Background: an optimization exercise with open tools, aiming at small area, a short achievable clock period and few clock cycles. Do not read the settings as production practice. For this run, only the layout was checked, not whether the RTL still works. Power and IR drop assume default switching activity.

**flow/design.v**
```verilog
module alu(input [31:0]      in1,
	   input [31:0]      in2,
	   input [2:0] 	     f3,
	   input 	     alt,
	   input 	     sub_cmp,
	   output reg [31:0] out,
	   output 	     eq,
	   output 	     lt,
	   output 	     ltu);
   wire 		     sub = sub_cmp | alt;
   wire [32:0] 		     sum = {1'b0, in1} + {1'b0, in2 ^ {32{sub}}} + {32'h0, sub};
   assign eq = (in1 == in2);
   assign ltu = ~sum[32];
   assign lt = (in1[31] ^ in2[31]) ? in1[31] : sum[31];
   wire [31:0] 		     shl = in1 << in2[4:0];
   wire [31:0] 		     shr = $signed({alt & in1[31], in1}) >>> in2[4:0];
   always @ ( * )
     case ( f3 )
       3'b000: out = sum[31:0];
       3'b001: out = shl;
       3'b010: out = {31'h0, lt};
       3'b011: out = {31'h0, ltu};
       3'b100: out = in1 ^ in2;
       3'b101: out = shr;
       3'b110: out = in1 | in2;
       default: out = in1 & in2;
     endcase
endmodule  
module controller(input [31:0]  ir,
		  output 	is_r,       
		  output 	is_i,       
		  output 	is_ld,      
		  output 	is_st,      
		  output 	is_br,      
		  output 	is_jal,     
		  output 	is_jalr,    
		  output 	is_lui,     
		  output 	is_auipc,   
		  output 	use_rs1,    
		  output 	use_rs2,    
		  output 	wr_rd,      
		  output [31:0] imm_b_op,   
		  output [11:0] imm_agu,    
		  output [2:0] 	f3,         
		  output 	alt,        
		  output [13:0] br_off,     
		  output 	pred);      
   wire [4:0] op = ir[6:2];
   assign is_r     = (op == 5'b01100);
   assign is_i     = (op == 5'b00100);
   assign is_ld    = (op == 5'b00000);
   assign is_st    = (op == 5'b01000);
   assign is_br    = (op == 5'b11000);
   assign is_jal   = (op == 5'b11011);
   assign is_jalr  = (op == 5'b11001);
   assign is_lui   = (op == 5'b01101);
   assign is_auipc = (op == 5'b00101);
   assign use_rs1 = is_r | is_i | is_ld | is_st | is_br | is_jalr;
   assign use_rs2 = is_r | is_st | is_br;
   assign wr_rd = (is_r | is_i | is_lui | is_auipc | is_jal | is_jalr) & (ir[11:7] != 5'd0);
   wire [31:0] imm_i = {{20{ir[31]}}, ir[31:20]};
   wire [31:0] imm_u = {ir[31:12], 12'h0};
   assign imm_b_op = (is_lui | is_auipc) ? imm_u : imm_i;
   assign imm_agu = is_st ? {ir[31:25], ir[11:7]} : ir[31:20];
   assign f3 = (is_lui | is_auipc) ? 3'b000 : ir[14:12];
   assign alt = ir[30] & (is_r | (is_i & (ir[14:12] == 3'b101)));
   wire [13:0] off_b = {{4{ir[31]}}, ir[7], ir[30:25], ir[11:9]};
   wire [13:0] off_j = {ir[15:12], ir[20], ir[30:22]};
   assign br_off = ir[2] ? off_j : off_b;
   assign pred = is_jal | (is_br & ir[31]);
endmodule  
module reg32(input             clock,
	     input 	       reset,
	     input [31:0]      in,
	     input 	       ld,
	     output reg [31:0] out);
   always @ ( posedge clock or negedge reset )
     if ( !reset )
       out <= 32'h0;
     else if ( ld )
       out <= in;
endmodule  
module regfile(input         clock,
	       input [4:0]   rs1_addr,
	       input [4:0]   rs2_addr,
	       input [4:0]   rd_addr,
	       input [31:0]  in,
	       input 	     ld,
	       output [31:0] rs1_out,
	       output [31:0] rs2_out);
   reg [31:0] regs [1:31];
   genvar i;
   generate
      for (i = 1; i < 32; i = i + 1) begin : g_reg
	 always @ ( posedge clock )
	   if ( ld && rd_addr == i )
	     regs[i] <= in;
      end
   endgenerate
   reg [31:0] r1, r2;
   integer j;
   always @ ( * ) begin
      r1 = 32'h0;
      r2 = 32'h0;
      for (j = 1; j < 32; j = j + 1) begin
	 r1 = r1 | ({32{rs1_addr == j}} & regs[j]);
	 r2 = r2 | ({32{rs2_addr == j}} & regs[j]);
      end
   end
   assign rs1_out = r1;
   assign rs2_out = r2;
endmodule  
module ldconv(input [31:0]  in,
	      input [2:0]   f3,
	      input [1:0]   offset,
	      output [31:0] out);
   wire [7:0]  byte_v = offset[1] ? (offset[0] ? in[31:24] : in[23:16])
			          : (offset[0] ? in[15:8] : in[7:0]);
   wire [15:0] half = offset[1] ? in[31:16] : in[15:0];
   wire        bsign = byte_v[7] & ~f3[2];
   wire        hsign = half[15] & ~f3[2];
   assign out = f3[1] ? in :
		f3[0] ? {{16{hsign}}, half} :
		{{24{bsign}}, byte_v};
endmodule  
module stconv(input [31:0]  in,
	      input [1:0]   f3,
	      output [31:0] out);
   assign out = f3[1] ? in : f3[0] ? {2{in[15:0]}} : {4{in[7:0]}};
endmodule  
module stbits(input [1:0]  f3,
	      input [1:0]  offset,
	      output [3:0] bits);
   assign bits = f3[1] ? 4'b1111 :
		 f3[0] ? (offset[1] ? 4'b1100 : 4'b0011) :
		 (4'b0001 << offset);
endmodule  
module kappa3_light_core(input         clock,
			 input 	       reset,
			 output [31:0] mem_addr,
			 output        mem_read,
			 output        mem_write,
			 output [31:0] mem_wrdata,
			 output [3:0]  mem_wrbits,
			 input [31:0]  mem_rddata);
   reg 		init;           
   reg [4:0] 	clr;            
   reg 		m_ld, m_st;     
   reg [15:2] 	fpc;            
   reg 		e_valid;        
   reg [31:0] 	e_a, e_b;
   reg [11:0] 	e_imm;
   reg [2:0] 	e_f3;
   reg 		e_alt, e_cmp;
   reg [4:0] 	e_rd, e_rs1, e_rs2;
   reg 		e_wr, e_ld, e_st, e_br, e_jalr, e_link, e_pred;
   reg [15:2] 	e_altpc;
   reg [31:0] 	daddr;
   reg [31:0] 	wdata;
   reg [2:0] 	m_f3;
   reg [4:0] 	m_rd;
   wire 	m_cyc = m_ld | m_st;
   wire 	fd_go = ~init & ~m_cyc;
   wire 	e_go = e_valid & fd_go;
   wire [31:0] 	ir = mem_rddata;
   wire 	is_r, is_i, is_ld, is_st, is_br, is_jal, is_jalr, is_lui, is_auipc;
   wire 	use_rs1, use_rs2, wr_rd, alt, pred;
   wire [31:0] 	imm_b_op;
   wire [11:0] 	imm_agu;
   wire [2:0] 	f3;
   wire [13:0] 	br_off;
   controller controller_inst(.ir(ir),
			      .is_r(is_r), .is_i(is_i), .is_ld(is_ld), .is_st(is_st),
			      .is_br(is_br), .is_jal(is_jal), .is_jalr(is_jalr),
			      .is_lui(is_lui), .is_auipc(is_auipc),
			      .use_rs1(use_rs1), .use_rs2(use_rs2), .wr_rd(wr_rd),
			      .imm_b_op(imm_b_op), .imm_agu(imm_agu),
			      .f3(f3), .alt(alt), .br_off(br_off), .pred(pred));
   wire [4:0] 	rs1_addr = ir[19:15];
   wire [4:0] 	rs2_addr = ir[24:20];
   wire [31:0] 	rf_rs1, rf_rs2;
   wire [4:0] 	rf_waddr;
   wire [31:0] 	rf_wdata;
   wire 	rf_we;
   regfile regfile_inst(.clock(clock),
			.rs1_addr(rs1_addr), .rs2_addr(rs2_addr),
			.rd_addr(rf_waddr), .in(rf_wdata), .ld(rf_we),
			.rs1_out(rf_rs1), .rs2_out(rf_rs2));
   wire [31:0] 	alu_out;
   wire 	eq, lt, ltu;
   alu alu_inst(.in1(e_a), .in2(e_b), .f3(e_f3), .alt(e_alt), .sub_cmp(e_cmp),
		.out(alu_out), .eq(eq), .lt(lt), .ltu(ltu));
   wire [31:0] 	e_result = e_link ? {16'h0, e_altpc, 2'b00} : alu_out;
   wire [31:0] 	agu = e_a + {{20{e_imm[11]}}, e_imm};
   wire 	taken = e_f3[2] ? ((e_f3[1] ? ltu : lt) ^ e_f3[0]) : (eq ^ e_f3[0]);
   wire 	mispredict = e_go & e_br & (taken ^ e_pred);
   wire 	jump_reg = e_go & e_jalr;
   wire 	redirect = mispredict | jump_reg;
   wire 	fwd_ok = e_go & e_wr;
   wire [31:0] 	op1 = (fwd_ok && e_rd == rs1_addr) ? e_result : rf_rs1;
   wire [31:0] 	op2 = (fwd_ok && e_rd == rs2_addr) ? e_result : rf_rs2;
   wire [15:2] 	fpc_inc = fpc + 14'd1;
   wire [15:2] 	fpc_tgt = fpc + br_off;
   wire [31:0] 	ld_data;
   ldconv ldconv_inst(.in(mem_rddata), .f3(m_f3), .offset(daddr[1:0]), .out(ld_data));
   wire 	ld_wr = m_ld & (m_rd != 5'd0);
   assign rf_we = init | ld_wr | (e_go & e_wr);
   assign rf_waddr = init ? clr : m_ld ? m_rd : e_rd;
   assign rf_wdata = m_ld ? ld_data : init ? 32'h0 : e_result;
   always @ ( posedge clock or negedge reset )
     if ( !reset ) begin
	init <= 1'b1;
	clr <= 5'd31;
	m_ld <= 1'b0;
	m_st <= 1'b0;
	fpc <= 14'h0;
	e_valid <= 1'b0;
     end
     else begin
	if ( init ) begin
	   clr <= clr - 5'd1;
	   if ( clr == 5'd1 )
	     init <= 1'b0;
	end
	m_ld <= e_go & e_ld;
	m_st <= e_go & e_st;
	if ( redirect )
	  fpc <= e_jalr ? agu[15:2] : e_altpc;
	else if ( fd_go )
	  fpc <= pred ? fpc_tgt : fpc_inc;
	if ( fd_go )
	  e_valid <= ~redirect;
     end
   always @ ( posedge clock ) begin
      if ( fd_go ) begin
	 e_a <= use_rs1 ? op1 : is_auipc ? {16'h0, fpc, 2'b00} : 32'h0;
	 e_b <= use_rs2 ? op2 : imm_b_op;
	 e_imm <= imm_agu;
	 e_f3 <= f3;
	 e_alt <= alt;
	 e_cmp <= is_br | ((is_r | is_i) & (f3[2:1] == 2'b01));
	 e_rd <= ir[11:7];
	 e_rs1 <= use_rs1 ? rs1_addr : 5'd0;
	 e_rs2 <= use_rs2 ? rs2_addr : 5'd0;
	 e_wr <= wr_rd;
	 e_ld <= is_ld;
	 e_st <= is_st;
	 e_br <= is_br;
	 e_jalr <= is_jalr;
	 e_link <= is_jal | is_jalr;
	 e_pred <= pred;
	 e_altpc <= (is_br & ~ir[31]) ? fpc_tgt : fpc_inc;
      end
      else if ( ld_wr ) begin
	 if ( e_rs1 == m_rd )
	   e_a <= ld_data;
	 if ( e_rs2 == m_rd )
	   e_b <= ld_data;
      end
      if ( e_go ) begin
	 daddr <= agu;
	 wdata <= e_b;
	 m_f3 <= e_f3;
	 m_rd <= e_rd;
      end
   end
   wire [31:0] 	st_data;
   stconv stconv_inst(.in(wdata), .f3(m_f3[1:0]), .out(st_data));
   stbits stbits_inst(.f3(m_f3[1:0]), .offset(daddr[1:0]), .bits(mem_wrbits));
   assign mem_addr = m_cyc ? daddr : {16'h0, fpc, 2'b00};
   assign mem_read = ~init & ~m_st;
   assign mem_write = m_st;
   assign mem_wrdata = st_data;
endmodule  
```
**flow/run.sh**
```bash
#!/bin/bash
# synth_recipe.tcl (not shown) runs the flow's synth.tcl, then flattens the netlist and writes it again
# the make line also repeats each setting of config.mk as NAME=value (left out here)
make -C /OpenROAD-flow-scripts/flow DESIGN_CONFIG=/design/flow/config.mk WORK_HOME=/design/flow/orfs CLKGATE_MAP_FILE= SYNTH_SCRIPT=/design/flow/synth_recipe.tcl finish
```
**flow/config.mk**
```make
export PLATFORM = sky130hd
export DESIGN_NAME = kappa3_light_core
export DESIGN_NICKNAME = kappa3_light_core
export VERILOG_FILES = /design/flow/design.v
export SDC_FILE = /design/flow/constraint.sdc
export NUM_CORES = 8
export LEC_CHECK = 0
export CAP_MARGIN = 20
export CORE_MARGIN = 2
export CORE_UTILIZATION = 40
export SLEW_MARGIN = 20
```
**flow/constraint.sdc**
```tcl
create_clock -name core_clock -period 10.0 [get_ports {clock}]
set_input_delay 2.0000 -clock core_clock [delete_from_list [all_inputs] [get_ports {clock}]]
set_output_delay 2.0000 -clock core_clock [all_outputs]
set_load 0.01 [all_outputs]
```
==> results.txt <==
worst reg2reg max path, stage by stage (launching register included):
cell and delay (ps):
edfxtp_1 560, nor2_4 140, buf_4 500, xnor2_1 200
ha_1 290, a21oi_1 550, a31oi_1 300, o211a_1 350
o211ai_1 460, nand2_1 210, a31oi_1 430, mux2i_1 200
o41ai_1 890, o31ai_4 210, buf_8 220
kinds of logic (layout without fill, tap and decap cells):
group                      count (synthesis)  count (layout)
DFF                                     1204            1204
buffers and inverters                    481             656
muxes                                    181             181
and+or+nand+nor                         1279            1279
other                                      0               6
AOI/OAI and AO/OA                       1759            1759
xor gates and xnor gates                 131             131
adders and majority gates                146             146
worst max path at each step:
| stage | cells past startpoint | startpoint | slack [ps] | end |
|---|---|---|---|---|
| final | 11 | mem_rddata[15] | 3870 | e_a[23] |
| after global routing | 11 | mem_rddata[15] | 4010 | e_a[23] |
| after CTS | 13 | e_alt | 4230 | regfile_inst.regs[17][28] |
| after detailed placement | 11 | mem_rddata[15] | 3530 | e_a[23] |
| after global placement | 11 | mem_rddata[15] | 3520 | e_a[23] |
| after floorplan | 16 | e_b[1] | 4650 | regfile_inst.regs[10][14] |
state kept, by name, indices dropped and copies added (netlist names), 3 cells and up:
| name | count |
|---|---|
| clr | 5 |
| daddr | 32 |
| e_a | 32 |
| e_altpc | 14 |
| e_b | 32 |
| e_f3 | 3 |
| e_imm | 12 |
| e_rd | 5 |
| e_rs1 | 5 |
| e_rs2 | 5 |
| fpc | 14 |
| m_f3 | 3 |
| m_rd | 5 |
| regfile_inst.regs | 992 |
| wdata | 32 |
power by group:
| group | leakage [uW] | internal [uW] | switching, uW |
|---|---|---|---|
| logic | 0.0109 | 3190 | 6540 |
| clock network | 0.00210 | 2880 | 2170 |
| registers | 0.0112 | 7310 | 878 |
routing by layer:
metal  vias up  global-route usage (%)  wire length (um)
met4        16                   26.89             29210
met3      1793                   16.79             51740
li1      20987                       -                 -
met2      5775                   55.38            128300
met1     26420                   46.05            104100
met5         -                  0.1513               123
metrics by stage:
step / total power, uW / hold slack (ps) / worst slack, ps / utilization (%)
detailed placement: 17540 / 473.3 / 3533 / 43.25
finish: 22970 / 480.6 / 3866 / 46.16
global route: 23680 / 503.1 / 4012 / 46.15
global placement: 17470 / 462.2 / 3516 / 43.25
floorplan: 13630 / 420.6 / 4652 / -
CTS: 22520 / 485.0 / 4229 / 46.09
Yosys cell counts, types with 75 or more instances:
master / number / area (um^2)
a22oi_1: 754 / 5660
nand4_1: 94 / 588.1
nor2_1: 398 / 1494
a222oi_1: 75 / 750.7
inv_1: 106 / 397.9
nand3_1: 117 / 585.6
ha_1: 143 / 1789
nand2_1: 379 / 1423
clkbuf_1: 261 / 979.7
edfxtp_1: 1181 / 35460
a21oi_1: 235 / 1176
o21ai_0: 194 / 970.9
a22o_1: 102 / 893.4
xnor2_1: 95 / 832.1
a221oi_1: 110 / 963.4
final cells by class:
cell class / count / area share [%]
Inverter: 109 / 0.5776
Antenna cell: 6 / 0.02107
Sequential cell: 1204 / 50.58
Clock inverter: 82 / 1.396
Tap cell: 2044 / 3.588
Clock buffer: 154 / 4.765
Multi-Input combinational cell: 3496 / 35.43
Timing Repair Buffer: 311 / 3.644
==> metrics.yaml <==
run_status:
  outcome: "timing/DRC/antenna clean"
sta:
  hold_viol_final: 0
  finalMaxSlewViolations: 0
  timing.slew.headroom_pct: 9.539
  rsz0062_at_grt: "false"
  setup_violations: 0
  post-route-min-period_ps: 6134
  setup_tns_ps: 0
  max_clock_freq_mhz: 163.0
  fin_skew_ps: 55.83
  post-route-period-util_pct: 61.34
  tightest_slew_ps: 1345
min_path:
  hold-path-cell-count: 1
  hold_end: "m_st"
  hold_start: "e_st"
  hold_path_class: "reg2reg"
setup_path:
  cp-end-kind: "flop"
  reg2reg_slack_ps: 4220
  start_kind: "primary input"
  crit_fanout: 19
  crit_path_max_incr_delay_ps: 1020
  rr_startpoint: "e_alt"
  path_cells: "clkdlybuf4s50_1 > nand2b_1 > nor2_4 > buf_4 > a22o_1 > a221oi_1 > nand4_1 > nor4_1 > nand2_1 > o21ai_0 > o21ai_0"
  cp_common_cell: "o21ai_0"
  rr_endpoint: "regfile_inst.regs[14][28]"
  cpMaxStageDelayCell: "nor4_1"
  crit_required_ps: 10510
  critPathBufInv: 2
  cp_top_family: "simple AND/OR/NAND/NOR gates"
  arrival_ps: 6640
  crit_type: "in2reg"
  reg2regPathDepth: 14
die:
  die-area_um2: 158900
  die-height_um: 398.6
  die_x_um: 398.6
  fp-row-count: 144
  initial_core_util_pct: 40.34
  io_pins: 104
  core_area_um2: 154400
clock_network:
  clk_pin_slew_ps: 50
  clk_path_buf_depth: 3
  cts_root_buf: "clkbuf_16"
  cts.sinks: 1204
  htreeDepth: 4
  cts_setup_buffers: 0
  cts_hold_buf: 0
  cts_resized: 0
  clk_latency_ps: 820
  cts_tree: "done"
  cts_buffers: 131
global_routing:
  grt-ovfl-total: 0
  grt_start_max_net_pins: 74
  groute.usage.overall_pct: 38.45
  grt_pass1_vias: 51922
  antenna_found_initial: 13
  grt_pass1_wl_mm: 423.2
cells_and_area:
  final_cells: 7406
  mostFrequentLayoutCells: "1181 x edfxtp_1, 754 x a22oi_1, 379 x nand2_1"
  fillCellCount: 13839
  area_delta_synth_final_pct: 14.42
  drive_gt1_share_pct: 12.85
  finalInstanceArea_um2: 71270
  multi_input_area_um2: 25250
  layout.nets: 5433
  layout_commonest_cell: "edfxtp_1"
  area.sequential_um2: 36050
detailed_routing:
  vias: 54991
  via_per_inst: 7.425
  drtPass1Iterations: 13
  routed_wl_mm: 313.5
  drc: 0
  wl_per_cell_um: 42.33
  first_iter_violations: 12594
  postRouteAntennaNets: 0
placement:
  dp.cells: 7162
  dpl.hpwl_mm: 187.8
  place_congestion: 1.022
  placed_cell_area_um2: 66780
  io_buffer_count: 103
logic_synthesis:
  synth.area.mux_share_pct: 4.327
  synth-seq-cells: 1204
  ys_seq_area_share_pct: 57.87
  synth-simple-area-share_pct: 9.515
  synth_edf_count: 1181
  synth_compound_area_share_pct: 20.41
  synth-async-reset-ratio_pct: 1.910
  synth_warnings: 4
  synth_area_um2: 62290
  synth_fa_ha_area_share_pct: 2.969
  synth_nets: 5361
  synth_cell_types: 88
  ys.flop_type: "edfxtp_1"
  synth_cells: 5181
  synthXorXnorAreaFrac_pct: 1.842
  synth_top_family_by_area: "compound AO/OA/AOI/OAI gates"
  synth_area_per_cell_um2: 12.02
power_and_ir_drop:
  p_leak_uw: 0.02420
  peakVddDrop_mv: 0.2035
  powerDensity_nw_per_um2: 322.3
run:
  max-cap-violations: 0

==> what the ideal ports hide <==
The flow's constraints put no driver on any port. The routed layout listed below was extracted and timed again, unchanged, in two steps.
Step 1, drivers: a clkbuf_16 drives clock and a buf_2 each remaining input, both assumed.
Step 2 times the ports against the registers' clock, not the clock port: input delays grow and output delays shrink by t, the midpoint of the rising clock arrivals with the driver on.
Three values: ideal, step 1, step 2; two values: the first two.
t (ns): 0.869
setup WS [ns]: 3.866 / 3.924 / 3.055
worst slew at a driven data input, ns: 0.15
After both steps this run still meets setup and hold. For this run, drivers alone change the setup slack by +0.058 ns; drivers and shift together by -0.811 ns.
